From an optimization exercise on the open Yosys and OpenROAD flow, aimed at small area, a short achievable clock period and few clock cycles per item; shortcuts taken in it are not production practice. Function was not checked in any run shown here: the RTL went through the layout flow alone.

$ cat design.v
module hft_div #(
    parameter SW = 30
)(
    input  wire          clk,
    input  wire          rst_n,
    input  wire          en,
    input  wire          in_v,
    input  wire [31:0]   num,
    input  wire [26:0]   den,
    input  wire [SW-1:0] side_in,
    output wire          out_v,
    output wire [6:0]    quotient,
    output wire [SW-1:0] side_out
);
    reg [27:0]   r  [0:6];    
    reg [26:0]   d  [0:6];
    reg [6:0]    nq [0:6];    
    reg [SW-1:0] sd [0:6];
    reg [6:0]    v;
    integer k;
    reg [27:0] ri;
    reg [26:0] di;
    reg [6:0]  ni;
    reg [28:0] t;
    always @(posedge clk) begin
        if (!rst_n)  v <= 0;
        else if (en) v <= {v[5:0], in_v};
    end
    always @(posedge clk) begin
        if (en) begin
            for (k = 0; k < 7; k = k + 1) begin
                if (k == 0) begin
                    ri = {3'b0, num[31:7]};
                    di = den;
                    ni = num[6:0];
                    sd[0] <= side_in;
                end else begin
                    ri = r[k-1];
                    di = d[k-1];
                    ni = nq[k-1];
                    sd[k] <= sd[k-1];
                end
                if (ri[27]) t = {ri, ni[6]} + {2'b0, di};
                else        t = {ri, ni[6]} - {2'b0, di};
                r[k]  <= t[27:0];
                nq[k] <= {ni[5:0], ~t[28]};
                d[k]  <= di;
            end
        end
    end
    assign out_v    = v[6];
    assign quotient = nq[6];
    assign side_out = sd[6];
endmodule
module hft #(
    parameter N_SHORT = 12,
    parameter N_LONG  = 26,
    parameter N_RSI = 14
)(
    input  wire        s_aclk,
    input  wire        s_aresetn,
    input  wire        s_axis_tvalid,
    input  wire        m_axis_tready,
    input  wire        s_axis_tlast,
    input  wire [31:0] s_axis_tdata,
    output wire        s_axis_tready,
    output wire        m_axis_tvalid,
    output wire        m_axis_tlast,
    output wire [31:0] m_axis_macd_tdata,
    output wire [31:0] m_axis_rsi_tdata
);
    integer i;
    reg        ov, kv, rdy;
    reg [27:0] o_macd, k_macd;
    reg [6:0]  o_rsi, k_rsi;
    reg        o_last, k_last;
    wire adv = ~kv;
    assign s_axis_tready = rdy;      
    reg clr;
    always @(posedge s_aclk) clr <= ~s_aresetn;
    reg        v0, t0;
    reg [31:0] x0;
    always @(posedge s_aclk) begin
        if (!s_aresetn) v0 <= 0;
        else if (adv)   v0 <= s_axis_tvalid;
        if (adv) begin
            x0 <= s_axis_tdata;
            t0 <= s_axis_tlast;
        end
    end
    reg [31:0] w [0:N_LONG-1];
    reg [32:0] sl [0:N_RSI-1];
    reg [4:0]  cnt;                  
    reg        f1, f12, f14, f26;    
    reg        v1, t1, pnz1;
    reg [32:0] d1, so1;
    reg [35:0] s12;
    reg [36:0] s26;
    wire [31:0] prev  = f1  ? w[0]  : 32'd0;
    wire        go1   = adv & v0;
    wire [31:0] in1   = go1 ? x0 : 32'd0;
    wire [31:0] old12 = (go1 & f12) ? w[N_SHORT-1] : 32'd0;
    wire [31:0] old26 = (go1 & f26) ? w[N_LONG-1]  : 32'd0;
    wire [4:0]  cnt_n = (cnt == 5'd26) ? cnt : cnt + 5'd1;
    always @(posedge s_aclk) begin
        if (go1) begin
            w[0] <= x0;
            for (i = 1; i < N_LONG; i = i + 1) w[i] <= w[i-1];
        end
        if (adv) begin
            d1   <= {1'b0, x0} - {1'b0, prev};
            pnz1 <= |prev;
            so1  <= f14 ? (v1 ? sl[N_RSI-2] : sl[N_RSI-1]) : 33'd0;
            t1   <= t0;
        end
        s12 <= (clr ? 36'd0 : s12) + {4'd0, in1} - {4'd0, old12};
        s26 <= (clr ? 37'd0 : s26) + {5'd0, in1} - {5'd0, old26};
    end
    always @(posedge s_aclk) begin
        if (!s_aresetn) begin
            cnt <= 0; f1 <= 0; f12 <= 0; f14 <= 0; f26 <= 0; v1 <= 0;
        end else begin
            if (adv) v1 <= v0;
            if (go1) begin
                cnt <= cnt_n;
                f1  <= 1'b1;
                f12 <= cnt_n >= 5'd12;
                f14 <= cnt_n >= 5'd14;
                f26 <= cnt_n >= 5'd26;
            end
        end
    end
    reg [35:0] gs, ls;
    reg [36:0] p2, q2;
    reg        v2, t2;
    wire        go2   = adv & v1;
    wire        wr2   = go2 & pnz1;           
    wire [31:0] g_new = (wr2 & ~d1[32])  ? d1[31:0]  : 32'd0;
    wire [31:0] g_old = (wr2 & ~so1[32]) ? so1[31:0] : 32'd0;
    wire [32:0] m_new = (wr2 & d1[32])   ? d1  : 33'd0;    
    wire [32:0] m_old = (wr2 & so1[32])  ? so1 : 33'd0;
    always @(posedge s_aclk) begin
        if (go2) begin
            sl[0] <= pnz1 ? d1 : so1;
            for (i = 1; i < N_RSI; i = i + 1) sl[i] <= sl[i-1];
        end
        if (adv) begin
            p2 <= {1'b0, s12} + ({1'b0, s12} << 2);
            q2 <= s26 + (s26 << 1);
            t2 <= t1;
        end
        gs <= (clr ? 36'd0 : gs) + {4'd0, g_new} - {4'd0, g_old};
        ls <= (clr ? 36'd0 : ls) - {{3{m_new[32]}}, m_new} + {{3{m_old[32]}}, m_old};
    end
    always @(posedge s_aclk) begin
        if (!s_aresetn) v2 <= 0;
        else if (adv)   v2 <= v1;
    end
    reg        v3, t3;
    reg [25:0] ag3, al3;
    reg [26:0] ah3, bh3;
    wire [35:0] ag_full = (gs << 6) + (gs << 3) + gs;    
    wire [35:0] al_full = (ls << 6) + (ls << 3) + ls;
    wire [36:0] a_full  = p2 + (p2 << 4);                
    wire [36:0] b_full  = q2 + (q2 << 2) + (q2 << 3);    
    always @(posedge s_aclk) begin
        if (!s_aresetn) v3 <= 0;
        else if (adv)   v3 <= v2;
        if (adv) begin
            ag3 <= ag_full[35:10];
            al3 <= al_full[35:10];
            ah3 <= a_full[36:10];
            bh3 <= b_full[36:10];
            t3  <= t2;
        end
    end
    reg        v4, t4, lz4;
    reg [31:0] num4;
    reg [26:0] den4;
    reg [27:0] macd4;
    wire [31:0] ag3w = {6'd0, ag3};
    wire [31:0] num_full = (ag3w << 6) + (ag3w << 5) + (ag3w << 2);
    always @(posedge s_aclk) begin
        if (!s_aresetn) v4 <= 0;
        else if (adv)   v4 <= v3;
        if (adv) begin
            num4  <= num_full;
            den4  <= {1'b0, ag3} + {1'b0, al3};
            lz4   <= ~|al3;
            macd4 <= {1'b0, ah3} - {1'b0, bh3};
            t4    <= t3;
        end
    end
    wire        vq;
    wire [6:0]  q;
    wire [29:0] side;
    hft_div #(.SW(30)) u_div (
        .clk      (s_aclk),
        .rst_n    (s_aresetn),
        .en       (adv),
        .in_v     (v4),
        .num      (num4),
        .den      (den4),
        .side_in  ({lz4, t4, macd4}),
        .out_v    (vq),
        .quotient (q),
        .side_out (side)
    );
    wire [6:0]  rsi_n  = side[29] ? 7'd100 : q;
    wire [27:0] macd_n = side[27:0];
    wire        last_n = side[28];
    wire push   = adv & vq;
    wire o_load = ~ov | m_axis_tready;
    always @(posedge s_aclk) begin
        if (!s_aresetn) begin
            ov <= 0; kv <= 0; rdy <= 1'b1;
        end else begin
            if (o_load) begin
                ov  <= kv | push;
                kv  <= 1'b0;
                rdy <= 1'b1;
            end else if (push) begin
                kv  <= 1'b1;
                rdy <= 1'b0;
            end
        end
        if (o_load) begin
            o_macd <= kv ? k_macd : macd_n;
            o_rsi  <= kv ? k_rsi  : rsi_n;
            o_last <= kv ? k_last : last_n;
        end
        if (adv) begin
            k_macd <= macd_n;
            k_rsi  <= rsi_n;
            k_last <= last_n;
        end
    end
    assign m_axis_tvalid     = ov;
    assign m_axis_tlast      = o_last;
    assign m_axis_macd_tdata = {{4{o_macd[27]}}, o_macd};
    assign m_axis_rsi_tdata  = {25'd0, o_rsi};
endmodule
$ cat run.sh
#!/bin/bash
# synth_recipe.tcl (not shown) runs the flow's synth.tcl, then flattens the netlist and writes it again
# the make line also repeats each setting of config.mk as NAME=value (left out here)
make -C /OpenROAD-flow-scripts/flow DESIGN_CONFIG=/design/flow/config.mk WORK_HOME=/design/flow/orfs CLKGATE_MAP_FILE= SYNTH_SCRIPT=/design/flow/synth_recipe.tcl finish
$ cat config.mk
export PLATFORM = sky130hd
export DESIGN_NAME = hft
export DESIGN_NICKNAME = hft
export VERILOG_FILES = /design/flow/design.v
export SDC_FILE = /design/flow/constraint.sdc
export NUM_CORES = 4
export LEC_CHECK = 0
export CAP_MARGIN = 20
export CORE_MARGIN = 2
export CORE_UTILIZATION = 55
export SETUP_SLACK_MARGIN = 4.8
export SLEW_MARGIN = 20
$ cat constraint.sdc
create_clock -name core_clock -period 8.0 [get_ports {s_aclk}]
set_input_delay 1.6000 -clock core_clock [delete_from_list [all_inputs] [get_ports {s_aclk}]]
set_output_delay 1.6000 -clock core_clock [all_outputs]
set_load 0.01 [all_outputs]
==> flow_summary.yaml, run 1 <==
timing:
  fmax_ghz: 0.243
  drv_slew: 0
  hold-worst-slack_ns: 0.387
  fin_skew_ns: 0.0736
  hold_violations: 0
  finalCritPeriodShare: 0.514
  rsz0062_at_grt: "yes"
  slew_headroom: 0.273
  tightest_slew_ns: 1.09
  setup_viol: 0
  setup_tns_ns: 0
  period_needed_ns: 4.11
route:
  first_pass_iters: 6
  vias: 66837
  wl_per_cell_um: 19.9
  drc: 0
  totalWireLength_um: 241000
  detail-route-antenna-nets: 0
  drtIter0Drc: 4548
  via_per_inst: 5.52
clock_network:
  cts_tree: "yes"
  cts.sinks: 2483
  cts.clk_slew.worst_paths_ns: 0.06
  cts_root_buf: "clkbuf_16"
  htreeDepth: 5
  clock_latency_ns: 0.93
  numCtsBuffers: 279
  clockBufferDepth: 4
synthesis:
  yosys_register_bits: 2483
  synth_area_leaders: "edfxtp_1, ha_1, fa_1"
  async_flop_share: 0
  synth-edff-count: 2277
  yosys.area.top_type: "edfxtp_1"
  synth.top_cells.by_count: "edfxtp_1, ha_1, a21oi_1"
  yosys.cell_types.count: 86
  synth_top_area_share: 0.596
  avgSynthCellArea_um2: 13.9
  ys_seq_area_frac: 0.631
  syn_area_um2: 115000
  ys.flop_type: "edfxtp_1"
  ys.warnings.count: 8
  synth_most_common_cell: "edfxtp_1"
  synth_cells: 8237
die:
  pin_count: 104
  die_area_um2: 212000
  die_w_um: 461
  initial_core_util: 0.554
  rows: 167
  die_y_um: 461
  core_um2: 207000
global_routing:
  busiest_layer: "met2"
  use_met2: 0.347
  antenna_found_initial: 13
  grt_max_degree: 204
  grt_overflow: 0
  grt_pass1_wl_um: 368000
  first_global_vias: 66180
  grtUsageMet1: 0.320
  grt_usage: 0.222
  use_met3: 0.0273
setup_path:
  start_kind: "flip-flop"
  crit_path_top_delay_cell: "fa_1"
  rrSetupSlack_ns: 3.89
  cp_cell_sequence: "buf_12, nor2b_4, buf_12, nand2_8, nor2_4, buf_6, buf_12, nand2_4, fa_1, inv_2, ha_4, nand3_4, buf_4, a21oi_2, o211ai_1, nand3_2, a41oi_4, nor2_2, nor4bb_4, buf_4, o21ai_2, a31o_1, xor2_1"
  crit_required_ns: 8.75
  crit_fanout: 6
  crit_path_frequent_cell: "buf_12"
  cp-end-kind: "flip-flop"
  reg2reg_depth: 23
  r2r-start: "kv$_SDFFE_PP0P_"
  timing.rr.end: "gs[35]$_DFF_P_"
  critPathKind: "flip-flop to flip-flop"
  critPathMaxStageDelay_ns: 0.52
  crit_family: "simple AND/OR/NAND/NOR gates"
  arrival_ns: 4.87
  crit_buf_inv: 7
placement:
  placed_cell_area_um2: 119000
  hpwl_um: 156000
  routabilityCongestion: 0.850
  portBuffers: 78
worst_hold_path:
  min_path_type: "flip-flop to flip-flop"
  hold_path_end: "w[13][2]$_DFFE_PN_"
  min-delay-start: "w[12][2]$_DFFE_PN_"
  holdPathStages: 0
run:
  maxCapViolCount: 0
finish:
  area_delta_synth_final_pct: 21.7
  final_nets: 10076
  final_cell_area_um2: 140000
  drive_above_1_share: 0.228
outcome:
  status: "finished clean"
-- cell families (layout without fill, tap and decap cells) --
group | after synthesis | after routing | share of synthesized area
muxes | 115 | 115 | 0.0108
adders and majority gates | 913 | 913 | 0.116
AOI/OAI and AO/OA | 1608 | 1608 | 0.0897
and+or+nand+nor | 1784 | 1785 | 0.0779
buffers and inverters | 660 | 1724 | 0.0225
other | 1 | 26 | 0.0000327
DFF | 2483 | 2483 | 0.631
xor gates and xnor gates | 673 | 673 | 0.0513
-- final cells by class --
cell class / instances / area (um^2)
clock inverter: 134 / 1170
timing repair buffer: 727 / 6830
multi-input combinational: 5119 / 46100
fill: 14421 / 67500
tap: 2788 / 3490
timing repair inverter: 7 / 78.8
sequential: 2483 / 72600
antenna: 1 / 2.50
clock buffer: 347 / 7500
inverter: 509 / 1940
-- cell usage in the layout, fill, tap and decap left out, types with 148 or more instances in the layout --
cell type / netlist / routed
xor2_1: 281 / 269
a21oi_2: 0 / 156
xnor2_1: 392 / 366
dfxtp_1: 206 / 148
ha_1: 657 / 509
inv_1: 508 / 473
nand2_1: 346 / 283
a21oi_1: 548 / 371
edfxtp_1: 2277 / 2277
a21o_1: 276 / 275
nor2_1: 451 / 400
clkbuf_16: 0 / 288
buf_4: 29 / 467
nand2b_1: 211 / 206
fa_1: 256 / 240
-- registers in the layout, summed over array words and instances (netlist names), 32 cells and up --
register	cells
u_div.sd	210
u_div.nq	38
s26	37
u_div.d	162
u_div.r	167
d1	33
gs	36
s12	36
q2	37
sl	462
x0	32
ls	36
so1	33
w	832
p2	37
-- stage by stage --
step           std cells  setup WS (ns)  utilization
5_1_grt            12115           3.76        0.674
6_report           12115           3.89        0.674
3_3_place_gp       11021           1.85        0.575
3_5_place_dp       11021           1.82        0.575
4_1_cts            11902           3.85        0.655
2_1_floorplan       8261         -10.48            -
-- what timing repair did --
action	4_1_cts	5_1_grt
setup buffers	380	210
gates cloned	20	2
hold buffers	0	0
pin swaps	511	496
endpoints found under the setup margin	1547	527
gates resized for setup	1028	534
-- per-layer routing --
layer / part of all wire / wire, um
met1: 0.46 / 111000
met2: 0.46 / 111000
met3: 0.038 / 9130
met4: 0.038 / 9210
met5: 0 / 0
-- how the worst max path moves through the flow --
stage	start	endpoint	slack [ns]	cells past startpoint
2_1_floorplan	kv$_SDFFE_PP0P_	s26[34]$_DFF_P_	-10.48	19
3_3_place_gp	kv$_SDFFE_PP0P_	s12[34]$_DFF_P_	1.85	18
3_5_place_dp	kv$_SDFFE_PP0P_	s12[32]$_DFF_P_	1.82	17
4_1_cts	kv$_SDFFE_PP0P_	s12[34]$_DFF_P_	3.85	17
5_1_grt	kv$_SDFFE_PP0P_	gs[35]$_DFF_P_	3.76	22
6_report	kv$_SDFFE_PP0P_	gs[35]$_DFF_P_	3.89	23
-- worst register-to-register path, stage by stage, from the launching register on --
cell      delay (ns)
dfxtp_4         0.36
buf_12          0.14
nor2b_4         0.14
buf_12          0.15
nand2_8         0.08
nor2_4          0.12
buf_6           0.12
buf_12          0.12
nand2_4         0.05
fa_1            0.52
inv_2           0.05
ha_4            0.31
nand3_4         0.09
buf_4           0.14
a21oi_2         0.18
o211ai_1        0.17
nand3_2         0.15
a41oi_4         0.14
nor2_2          0.16
nor4bb_4        0.21
buf_4           0.18
o21ai_2         0.07
a31o_1          0.19
xor2_1          0.13
==> run 2, diff against run 1 <==
--- a/design.v
+++ b/design.v
@@ -100,5 +100,6 @@
     wire        go1   = adv & v0;
-    wire [31:0] in1   = go1 ? x0 : 32'd0;
-    wire [31:0] old12 = (go1 & f12) ? w[N_SHORT-1] : 32'd0;
-    wire [31:0] old26 = (go1 & f26) ? w[N_LONG-1]  : 32'd0;
+    wire        ac1   = rdy & v0;
+    wire [31:0] in1   = ac1 ? x0 : 32'd0;
+    wire [31:0] old12 = (ac1 & f12) ? w[N_SHORT-1] : 32'd0;
+    wire [31:0] old26 = (ac1 & f26) ? w[N_LONG-1]  : 32'd0;
     wire [4:0]  cnt_n = (cnt == 5'd26) ? cnt : cnt + 5'd1;
@@ -136,3 +137,3 @@
     wire        go2   = adv & v1;
-    wire        wr2   = go2 & pnz1;           
+    wire        wr2   = rdy & v1 & pnz1;    
     wire [31:0] g_new = (wr2 & ~d1[32])  ? d1[31:0]  : 32'd0;
==> run 2 against run 1 <==
Against the previous run:
- still clean on timing, DRC and antenna
- worst hold slack worse by 0.029 ns
- final area is 0.64% higher
- clock skew grew 0.0062 ns
- critical path type unchanged
==> flow_summary.yaml, run 2 <==
synthesis:
  synthSimpleGateAreaFrac: 0.0802
  synth_area_leaders: "edfxtp_1, ha_1, fa_1"
  yosys.area.top_type: "edfxtp_1"
  async_flop_share: 0
  synth_top_family_by_area: "adder cells"
  yosys.cell_types.count: 98
  synth_cells: 8341
  ys.warnings.count: 8
  synth_top_area_share: 0.593
  synth_xor_area_frac: 0.0497
  avgSynthCellArea_um2: 13.8
  synthMuxAreaShare: 0.0108
  synth-compound-area-share: 0.0922
  ys.flop_type: "edfxtp_1"
  synth_most_common_cell: "edfxtp_1"
  synth_fa_ha_area_frac: 0.116
  synth-edff-count: 2277
  synth.top_cells.by_count: "edfxtp_1, ha_1, a21oi_1"
  ys_seq_area_frac: 0.628
  yosys_register_bits: 2483
  syn_area_um2: 115000
worst_hold_path:
  holdPathStages: 0
  min_path_type: "flip-flop to flip-flop"
route:
  totalWireLength_um: 252000
  first_pass_iters: 5
  drtIter0Drc: 4589
  via_per_inst: 5.57
  wl_per_cell_um: 20.6
  vias: 68272
  drc: 0
  detail-route-antenna-nets: 0
finish:
  final_util: 0.673
  area_delta_synth_final_pct: 21.9
  final_cell_mix: "edfxtp_1, ha_1, inv_1, buf_4, nor2_1"
  largest_reg_flops: 832
  final_common_cell: "edfxtp_1"
  top_register: "w"
  drive_above_1_share: 0.229
  reg.largest.list: "w: 832 flops, sl: 462 flops, u_div.sd: 210 flops"
  final_nets: 10205
global_routing:
  grt_max_degree: 213
  grt_pass1_wl_um: 381000
  grt_usage: 0.230
  first_global_vias: 67339
  grt_overflow: 0
  antenna_found_initial: 11
setup_path:
  crit_path_top_delay_cell: "fa_1"
  reg2reg_depth: 18
  critPathKind: "flip-flop to flip-flop"
  cp_cell_sequence: "buf_12, and3_4, buf_12, and2_4, nand2_2, fa_1, inv_2, ha_4, a21oi_2, o21ai_2, or4_4, a21oi_4, o21bai_4, or3_4, a31oi_4, o21bai_4, or4_1, nand4_1"
  cp-end-kind: "flip-flop"
  critical_path_depth: 18
  critPathMaxStageDelay_ns: 0.53
  start_kind: "flip-flop"
  crit_required_ns: 8.87
  crit_family: "simple AND/OR/NAND/NOR gates"
  crit_fanout: 7
  arrival_ns: 5.02
  crit_buf_inv: 3
die:
  initial_core_util: 0.552
  die_y_um: 462
  core_um2: 209000
  pin_count: 104
  die_area_um2: 213000
  die_w_um: 462
  rows: 168
placement:
  hpwl_um: 167000
  portBuffers: 78
  routabilityCongestion: 0.869
clock_network:
  clock_latency_ns: 0.93
  htreeDepth: 5
  clockBufferDepth: 4
  numCtsBuffers: 278
  cts_tree: "yes"
  holdBufCountCts: 0
  cts.sinks: 2483
  cts_root_buf: "clkbuf_16"
  cts.clk_slew.worst_paths_ns: 0.07
timing:
  rsz0062_at_grt: "yes"
  fmax_ghz: 0.241
  finalCritPeriodShare: 0.519
  fin_skew_ns: 0.0798
  setup_tns_ns: 0
  drv_slew: 0
  hold_violations: 0
  slew_headroom: 0.344
  tightest_slew_ns: 0.985
  period_needed_ns: 4.16
  setup_viol: 0
outcome:
  status: "finished clean"
run:
  maxCapViolCount: 0
==> run 2: logic make-up (layout without fill, tap and decap cells) <==
| logic type | Yosys count | count (layout) |
|---|---|---|
| compound gates | 1661 | 1661 |
| xor+xnor | 655 | 655 |
| fa+ha+maj | 913 | 913 |
| buf+inv | 678 | 1752 |
| flops | 2483 | 2483 |
| mux | 116 | 116 |
| other cells | 1 | 29 |
| simple gates | 1834 | 1840 |
==> run 2: through the flow <==
step / worst slack, ns / cells / hold WS, ns / area, um^2
floorplan: -19.35 / 8365 / 0.400 / 115000
global placement: 2.34 / 11128 / 0.400 / 119000
detailed placement: 2.33 / 11128 / 0.405 / 119000
CTS: 3.88 / 12047 / 0.364 / 136000
global route: 3.73 / 12252 / 0.374 / 141000
finish: 3.84 / 12254 / 0.358 / 141000
==> run 2: area by class of cell <==
class	count	area [um^2]
Sequential cell	2483	72600
Fill cell	14868	68300
Multi-Input combinational cell	5210	46500
Clock buffer	359	7530
Timing Repair Buffer	768	7470
Tap cell	2805	3510
Inverter	513	1940
Clock inverter	111	1030
Antenna cell	4	10.0
Timing Repair inverter	1	5.00
==> run 2: worst register-to-register path: stages, from the launching register on <==
cell	delay, ns
edfxtp_1	0.39
buf_12	0.14
and3_4	0.23
buf_12	0.12
and2_4	0.20
nand2_2	0.08
fa_1	0.53
inv_2	0.05
ha_4	0.24
a21oi_2	0.14
o21ai_2	0.08
or4_4	0.49
a21oi_4	0.19
o21bai_4	0.08
or3_4	0.37
a31oi_4	0.20
o21bai_4	0.09
or4_1	0.41
nand4_1	0.10
==> run 2: worst paths after layout <==
check                           slack, ns                  end                start
worst max register to register       3.84       ls[21]$_DFF_P_       pnz1$_DFFE_PN_
worst min-delay path                 0.36  sl[11][9]$_DFFE_PP_  sl[10][9]$_DFFE_PP_
worst max-delay path                 3.84       ls[21]$_DFF_P_       pnz1$_DFFE_PN_
worst min register to register       0.36  sl[11][9]$_DFFE_PP_  sl[10][9]$_DFFE_PP_
==> run 2: metal layers <==
metal	wire, um	global-route usage
met5	0	0
met4	8130	0.0740
met3	9760	0.0301
met2	121000	0.377
met1	113000	0.322
==> run 2: timing repair <==
action | 4_1_cts | 5_1_grt
pin swaps | 516 | 437
setup endpoints to repair | 1758 | 760
buffers inserted | 430 | 198
cloned | 19 | 3
resized for setup | 1091 | 570

static timing again, ports no longer ideal:
How much do the figures lean on ideal ports? The routed layouts below were timed once more, with nothing changed but the port constraints. Step 1: set_driving_cell puts a clkbuf_16 on s_aclk and a buf_2 on each other input, an assumption about the parent block. Step 2 adds t to the input delays and takes it off the output delays; t is the mean of the earliest and latest rising clock arrival at the registers after step 1. Input paths then give back, and output paths get back, about the clock's delay inside the block. Slacks: ideal / step 1 / step 2; pairs: ideal / step 1.
run	t (ns)	setup WS [ns]	worst data-port slew with drivers (ns)
run 1	0.978	3.886 / 3.886 / 3.886	0.04
run 2	0.983	3.844 / 3.844 / 3.844	0.05
After both steps every run listed still meets setup and hold.
